Source: an optimization exercise on an open RTL-to-GDS flow (aim: small area, a short achievable clock period and few clock cycles). Production flows keep margins and buffers that such runs may drop.
In this exercise RTL edits were held to simulation tests only and were not proved equivalent to the original.

==> module recon_top_level, before the edit <==
module recon_top_level #(parameter WIDTH = 15)(
  input  [WIDTH:0] Xo, Zo, Yo,
  input            clk,
  input            ext_reset,
  input  [1:0]     sel,
  output [WIDTH:0] mac_out,
  output [WIDTH:0] f,
  input            af_en,
  output           complete
);
  reg [15:0] X, Y, Z, M;
  reg [3:0]  cnt;
  reg        mac, hyp, pre1, pre2, dv;
  reg        three;            
  reg        dr;               
  reg        zfirst;           
  reg        last;             
  reg        s0, s1, af;       
  reg        done;
  assign mac_out  = M;
  assign f        = s1 ? ((s0 || !M[15]) ? M : 16'h0000) : Z;
  assign complete = done;
  function [15:0] divop(input [15:0] w);
    divop = {w[15], w[14:0] >> 2};
  endfunction
  wire dy0 = dr;
  wire dy1 = three & Z[1];
  wire dy2 = three & Z[2];
  wire [31:0] xsx = {{16{X[15]}}, X} >> cnt;
  wire [31:0] ysx = {{16{Y[15]}}, Y} >> cnt;
  wire [15:0] xs = hyp ? xsx[15:0] : X;
  wire [15:0] ys = ysx[15:0];
  wire [15:0] e0 = xs ^ {16{dy0}};
  wire [15:0] t0 = X ^ {16{dy0}};
  wire [15:0] t1 = three ? ({X[15], X[15:1]} ^ {16{dy1}}) : 16'h0000;
  wire [15:0] t2 = three ? ({{2{X[15]}}, X[15:2]} ^ {16{dy2}}) : 16'h0000;
  wire [15:0] y_n;
  wadd3 yadd (.y(Y), .t0(t0), .t1(t1), .t2(t2), .e0(e0), .cin0(dy0),
              .cin1(dy1), .cin2(dy2), .three(three), .r(y_n));
  wire dx = hyp & dr;
  wire [15:0] x_n;
  wadd xadd (.a(X), .b(ys ^ {16{dx}}), .cin(dx), .r(x_n));
  reg [15:0] rz;
  always @*
    case (cnt)
      4'd1:  rz = 16'h0232;
      4'd2:  rz = 16'h0106;
      4'd3:  rz = 16'h0081;
      4'd4:  rz = 16'h0040;
      4'd5:  rz = 16'h0020;
      4'd6:  rz = 16'h0010;
      4'd7:  rz = 16'h0008;
      4'd8:  rz = 16'h0004;
      4'd9:  rz = 16'h0002;
      default: rz = 16'h0001;
    endcase
  wire [15:0] z_n;
  wadd zadd (.a(zfirst ? M : Z), .b(dr ? rz : ~rz), .cin(~dr), .r(z_n));
  wire       zin = Zo[15:11] == 5'b00000 || Zo[15:11] == 5'b11111;
  wire [9:0] dvec = zin ? {~Zo[2], ~Zo[3], ~Zo[4], ~Zo[5], ~Zo[6], ~Zo[7],
                           ~Zo[8], ~Zo[9], ~Zo[10], Zo[11]}
                        : {10{Zo[15]}};
  wire [15:0] st_y;
  wadd sadd (.a(Yo), .b(Xo ^ {16{Zo[15]}}), .cin(Zo[15]), .r(st_y));
  wire q = ~Y[15];
  wire go_exp = !s1 && af;
  always @(posedge clk) begin
    if (ext_reset) begin
      X     <= {Xo[15], Xo[15:1]};
      Y     <= st_y;
      Z     <= {7'b0000000, dvec[9:1]};
      dr    <= dvec[1];
      s0    <= sel[0];
      s1    <= sel[1];
      af    <= af_en;
      cnt   <= 4'd1;
      mac   <= 1'b1;
      hyp   <= 1'b0;
      pre1  <= 1'b0;
      pre2  <= 1'b0;
      dv    <= 1'b0;
      three <= 1'b1;
      last  <= 1'b0;
      done  <= 1'b0;
    end else begin
      X <= {{3{X[15]}}, X[15:3]};
      Y <= y_n;
      if (mac) begin
        Y     <= y_n;
        X     <= {{3{X[15]}}, X[15:3]};
        Z     <= {3'b000, Z[15:3]};
        dr    <= Z[3];
        cnt   <= cnt + 4'd3;
        last  <= cnt == 4'd4;
        if (last) begin
          M     <= y_n;
          mac   <= 1'b0;
          three <= 1'b0;
          last  <= 1'b0;
          if (go_exp) begin
            X   <= 16'h04d4;
            Y   <= 16'h0000;
            dr  <= y_n[15];
            zfirst <= 1'b1;
            cnt <= 4'd1;
            hyp <= 1'b1;
          end else begin
            Z    <= s0 ? 16'h07fe : 16'h0002;
            done <= 1'b1;
          end
        end
      end
      if (hyp) begin
        X    <= x_n;
        Y    <= y_n;
        Z    <= z_n;
        dr   <= z_n[15];
        zfirst <= 1'b0;
        cnt  <= cnt + 4'd1;
        last <= cnt == 4'd9;
        if (last) begin
          cnt  <= 4'd0;
          hyp  <= 1'b0;
          last <= 1'b0;
          pre1 <= 1'b1;
        end
      end
      if (pre1) begin
        pre1 <= 1'b0;
        if (s0) begin
          X  <= divop(Y);
          Y  <= divop(X);
          dr <= ~X[15];
          dv <= 1'b1;
        end else begin
          X    <= x_n;
          Y    <= 16'h0400;
          pre2 <= 1'b1;
        end
      end
      if (pre2) begin
        X    <= divop(x_n);
        Y    <= divop(X);
        dr   <= ~X[15];
        pre2 <= 1'b0;
        dv   <= 1'b1;
      end
      if (dv) begin
        Y    <= y_n;
        X    <= {X[15], X[15:1]};
        Z    <= {Z[14:0], q};
        dr   <= ~y_n[15];
        cnt  <= cnt + 4'd1;
        last <= cnt == 4'd8;
        if (last) begin
          Z    <= {{5{~Z[8]}}, Z[7:0], q, 2'b10};
          dv   <= 1'b0;
          last <= 1'b0;
          done <= 1'b1;
        end
      end
    end
  end
endmodule
Settings: LEC_CHECK=0, ABC_AREA=1, CAP_MARGIN=20, CORE_MARGIN=2, CORE_UTILIZATION=40, SETUP_SLACK_MARGIN=4, SLEW_MARGIN=20; clock period 8.5 ns.
standard.sh (not shown) runs the stock make flow with config.mk's settings and CLKGATE_MAP_FILE= SYNTH_SCRIPT=/design/flow/synth_recipe.tcl, a recipe that flattens the netlist after the stock synthesis.
==> flow/flow/run.sh <==
#!/bin/bash
# The standard layout (standard.sh, unchanged synthesis and steps); the only
# difference: the input and output port buffers are buf_2 cells instead of the
# default pick (a delay buffer). Every tool's output goes to make.log here, and
# ORFS keeps each step's own log under orfs/logs/.
set -euo pipefail
export BUFFER_PORTS_ARGS="-buffer_cell sky130_fd_sc_hd__buf_2"
bash standard.sh > make.log 2>&1
Testbench counts at the start, summed over its fixed seeds: cycles 22,142.
Then changed:
--- a/flow/design.v
+++ b/flow/design.v
@@ -129,20 +129,9 @@
   wire dx = hyp & dr;
   wire [15:0] x_n;
   wadd xadd (.a(X), .b(ys ^ {16{dx}}), .cin(dx), .r(x_n));
-  reg [15:0] rz;
-  always @*
-    case (cnt)
-      4'd1:  rz = 16'h0232;
-      4'd2:  rz = 16'h0106;
-      4'd3:  rz = 16'h0081;
-      4'd4:  rz = 16'h0040;
-      4'd5:  rz = 16'h0020;
-      4'd6:  rz = 16'h0010;
-      4'd7:  rz = 16'h0008;
-      4'd8:  rz = 16'h0004;
-      4'd9:  rz = 16'h0002;
-      default: rz = 16'h0001;
-    endcase
+  wire [15:0] rz = cnt == 4'd1 ? 16'h0232 :
+                   cnt == 4'd2 ? 16'h0106 :
+                   cnt == 4'd3 ? 16'h0081 : 16'h0400 >> cnt;
   wire [15:0] z_n;
   wadd zadd (.a(zfirst ? M : Z), .b(dr ? rz : ~rz), .cin(~dr), .r(z_n));
   wire       zin = Zo[15:11] == 5'b00000 || Zo[15:11] == 5'b11111;
Effect:
- fmax is about the same
- worst setup slack degrades by 3.0 ps
- routed wire length goes down by about 0.9%
Testbench counts after the change, summed over its fixed seeds: cycles 22,142.

---

## the previous run
recon_top_level with an RTL version that a note above also has.
Size: about 81 flip-flops, roughly 11,000 µm² of cells after synthesis.
==> module recon_top_level, before the edit <==
module recon_top_level #(parameter WIDTH = 15)(
  input  [WIDTH:0] Xo, Zo, Yo,
  input            clk,
  input            ext_reset,
  input  [1:0]     sel,
  output [WIDTH:0] mac_out,
  output [WIDTH:0] f,
  input            af_en,
  output           complete
);
  reg [15:0] X, Y, Z, M;
  reg [3:0]  cnt;
  reg        mac, hyp, pre1, pre2, dv;
  reg        three;            
  reg        dr;               
  reg        zfirst;           
  reg        last;             
  reg        s0, s1, af;       
  reg        done;
  assign mac_out  = M;
  assign f        = s1 ? ((s0 || !M[15]) ? M : 16'h0000) : Z;
  assign complete = done;
  function [15:0] divop(input [15:0] w);
    divop = {w[15], w[14:0] >> 2};
  endfunction
  wire dy0 = dr;
  wire dy1 = three & Z[1];
  wire dy2 = three & Z[2];
  wire [31:0] xsx = {{16{X[15]}}, X} >> cnt;
  wire [31:0] ysx = {{16{Y[15]}}, Y} >> cnt;
  wire [15:0] xs = hyp ? xsx[15:0] : X;
  wire [15:0] ys = ysx[15:0];
  wire [15:0] e0 = xs ^ {16{dy0}};
  wire [15:0] t0 = X ^ {16{dy0}};
  wire [15:0] t1 = three ? ({X[15], X[15:1]} ^ {16{dy1}}) : 16'h0000;
  wire [15:0] t2 = three ? ({{2{X[15]}}, X[15:2]} ^ {16{dy2}}) : 16'h0000;
  wire [15:0] y_n;
  wadd3 yadd (.y(Y), .t0(t0), .t1(t1), .t2(t2), .e0(e0), .cin0(dy0),
              .cin1(dy1), .cin2(dy2), .three(three), .r(y_n));
  wire dx = hyp & dr;
  wire [15:0] x_n;
  wadd xadd (.a(X), .b(ys ^ {16{dx}}), .cin(dx), .r(x_n));
  wire [15:0] rz = cnt == 4'd1 ? 16'h0232 :
                   cnt == 4'd2 ? 16'h0106 :
                   cnt == 4'd3 ? 16'h0081 : 16'h0400 >> cnt;
  wire [15:0] z_n;
  wadd zadd (.a(zfirst ? M : Z), .b(dr ? rz : ~rz), .cin(~dr), .r(z_n));
  wire       zin = Zo[15:11] == 5'b00000 || Zo[15:11] == 5'b11111;
  wire [9:0] dvec = zin ? {~Zo[2], ~Zo[3], ~Zo[4], ~Zo[5], ~Zo[6], ~Zo[7],
                           ~Zo[8], ~Zo[9], ~Zo[10], Zo[11]}
                        : {10{Zo[15]}};
  wire [15:0] st_y;
  wadd sadd (.a(Yo), .b(Xo ^ {16{Zo[15]}}), .cin(Zo[15]), .r(st_y));
  wire q = ~Y[15];
  wire go_exp = !s1 && af;
  always @(posedge clk) begin
    if (ext_reset) begin
      X     <= {Xo[15], Xo[15:1]};
      Y     <= st_y;
      Z     <= {7'b0000000, dvec[9:1]};
      dr    <= dvec[1];
      s0    <= sel[0];
      s1    <= sel[1];
      af    <= af_en;
      cnt   <= 4'd1;
      mac   <= 1'b1;
      hyp   <= 1'b0;
      pre1  <= 1'b0;
      pre2  <= 1'b0;
      dv    <= 1'b0;
      three <= 1'b1;
      last  <= 1'b0;
      done  <= 1'b0;
    end else begin
      X <= {{3{X[15]}}, X[15:3]};
      Y <= y_n;
      if (mac) begin
        Y     <= y_n;
        X     <= {{3{X[15]}}, X[15:3]};
        Z     <= {3'b000, Z[15:3]};
        dr    <= Z[3];
        cnt   <= cnt + 4'd3;
        last  <= cnt == 4'd4;
        if (last) begin
          M     <= y_n;
          mac   <= 1'b0;
          three <= 1'b0;
          last  <= 1'b0;
          if (go_exp) begin
            X   <= 16'h04d4;
            Y   <= 16'h0000;
            dr  <= y_n[15];
            zfirst <= 1'b1;
            cnt <= 4'd1;
            hyp <= 1'b1;
          end else begin
            Z    <= s0 ? 16'h07fe : 16'h0002;
            done <= 1'b1;
          end
        end
      end
      if (hyp) begin
        X    <= x_n;
        Y    <= y_n;
        Z    <= z_n;
        dr   <= z_n[15];
        zfirst <= 1'b0;
        cnt  <= cnt + 4'd1;
        last <= cnt == 4'd9;
        if (last) begin
          cnt  <= 4'd0;
          hyp  <= 1'b0;
          last <= 1'b0;
          pre1 <= 1'b1;
        end
      end
      if (pre1) begin
        pre1 <= 1'b0;
        if (s0) begin
          X  <= divop(Y);
          Y  <= divop(X);
          dr <= ~X[15];
          dv <= 1'b1;
        end else begin
          X    <= x_n;
          Y    <= 16'h0400;
          pre2 <= 1'b1;
        end
      end
      if (pre2) begin
        X    <= divop(x_n);
        Y    <= divop(X);
        dr   <= ~X[15];
        pre2 <= 1'b0;
        dv   <= 1'b1;
      end
      if (dv) begin
        Y    <= y_n;
        X    <= {X[15], X[15:1]};
        Z    <= {Z[14:0], q};
        dr   <= ~y_n[15];
        cnt  <= cnt + 4'd1;
        last <= cnt == 4'd8;
        if (last) begin
          Z    <= {{5{~Z[8]}}, Z[7:0], q, 2'b10};
          dv   <= 1'b0;
          last <= 1'b0;
          done <= 1'b1;
        end
      end
    end
  end
endmodule
Settings: LEC_CHECK=0, ABC_AREA=1, CAP_MARGIN=20, CORE_MARGIN=2, CORE_UTILIZATION=40, SETUP_SLACK_MARGIN=4, SLEW_MARGIN=20; clock period 8.5 ns.
run.sh (not shown) runs the stock make flow with config.mk's settings and CLKGATE_MAP_FILE= SYNTH_SCRIPT=/design/flow/synth_recipe.tcl, a recipe that flattens the netlist after the stock synthesis.
Stock flow here: none of the scripts above is used.
Testbench counts of the previous run, summed over its fixed seeds: cycles 22,142.
Changes in the current run relative to the previous run:
--- a/flow/design.v
+++ b/flow/design.v
@@ -126,23 +126,34 @@
   wire [15:0] y_n;
   wadd3 yadd (.y(Y), .t0(t0), .t1(t1), .t2(t2), .e0(e0), .cin0(dy0),
               .cin1(dy1), .cin2(dy2), .three(three), .r(y_n));
   wire dx = hyp & dr;
   wire [15:0] x_n;
   wadd xadd (.a(X), .b(ys ^ {16{dx}}), .cin(dx), .r(x_n));
-  wire [15:0] rz = cnt == 4'd1 ? 16'h0232 :
-                   cnt == 4'd2 ? 16'h0106 :
-                   cnt == 4'd3 ? 16'h0081 : 16'h0400 >> cnt;
+  reg [15:0] rz;
+  always @*
+    case (cnt)
+      4'd1:  rz = 16'h0232;
+      4'd2:  rz = 16'h0106;
+      4'd3:  rz = 16'h0081;
+      4'd4:  rz = 16'h0040;
+      4'd5:  rz = 16'h0020;
+      4'd6:  rz = 16'h0010;
+      4'd7:  rz = 16'h0008;
+      4'd8:  rz = 16'h0004;
+      4'd9:  rz = 16'h0002;
+      default: rz = 16'h0001;
+    endcase
   wire [15:0] z_n;
   wadd zadd (.a(zfirst ? M : Z), .b(dr ? rz : ~rz), .cin(~dr), .r(z_n));
   wire       zin = Zo[15:11] == 5'b00000 || Zo[15:11] == 5'b11111;
   wire [9:0] dvec = zin ? {~Zo[2], ~Zo[3], ~Zo[4], ~Zo[5], ~Zo[6], ~Zo[7],
                            ~Zo[8], ~Zo[9], ~Zo[10], Zo[11]}
                         : {10{Zo[15]}};
   wire [15:0] st_y;
-  wadd sadd (.a(Yo), .b(Xo ^ {16{Zo[15]}}), .cin(Zo[15]), .r(st_y));
+  wadd sadd (.a(Yo), .b(Xo ^ {16{dvec[0]}}), .cin(dvec[0]), .r(st_y));
   wire q = ~Y[15];
   wire go_exp = !s1 && af;
   always @(posedge clk) begin
     if (ext_reset) begin
       X     <= {Xo[15], Xo[15:1]};
       Y     <= st_y;
[summary]
- Gate count after technology mapping, the current run and the previous run: higher on the current run
- When the current run is measured against the previous run, its number of non-clock buffers in the layout turns out 3 lower.
- Diff the previous run -> the current run: setup slack on the worst flop-to-flop path increased by 80 ps relative to the old numbers, number of logic stages on the critical path including buffering has increased, sum of routed wire segments on met1 shrank by 220 µm.
- Per the comparison of the current run with the previous run, post-placement setup slack has increased, tightest hold margin has increased, post-CTS repair timing setup buffer count has decreased.
- The current run against the previous run: clock skew increased 5.6 ps; count of standard-cell rows grew by 3.3%; flip-flop and latch count +10.
Testbench counts of the current run, summed over its fixed seeds: cycles 22,142.

-- static timing again, ports no longer ideal --
Ports are ideal in the flow. The routed layouts listed here were re-timed in OpenROAD.
Step 1, drivers: a clkbuf_16 drives clk and a buf_2 each remaining input, both assumed.
Step 2 adds t to the input delays and takes it off the output delays; t is the mean of the earliest and latest rising clock arrival at the registers after step 1. Input paths then give back, and output paths get back, about the clock's delay inside the block.
Three values: ideal, step 1, step 2; two values: the first two.
| run | t, ns | setup WS [ns] | pins driven straight from the clock port |
|---|---|---|---|
| the first run of note 1 | 0.413 | 4.157 / 4.157 / 3.973 | 1 |
| the second run of note 1 | 0.410 | 4.154 / 4.154 / 3.892 | 1 |
| the previous run | 0.409 | 4.141 / 4.097 / 3.937 | 1 |
| the current run | 0.416 | 4.225 / 4.186 / 3.864 | 1 |
After both steps setup and hold are still met in every run listed. For the current run, which loses most, drivers alone change the setup slack by -0.039 ns; drivers and shift together by -0.361 ns.
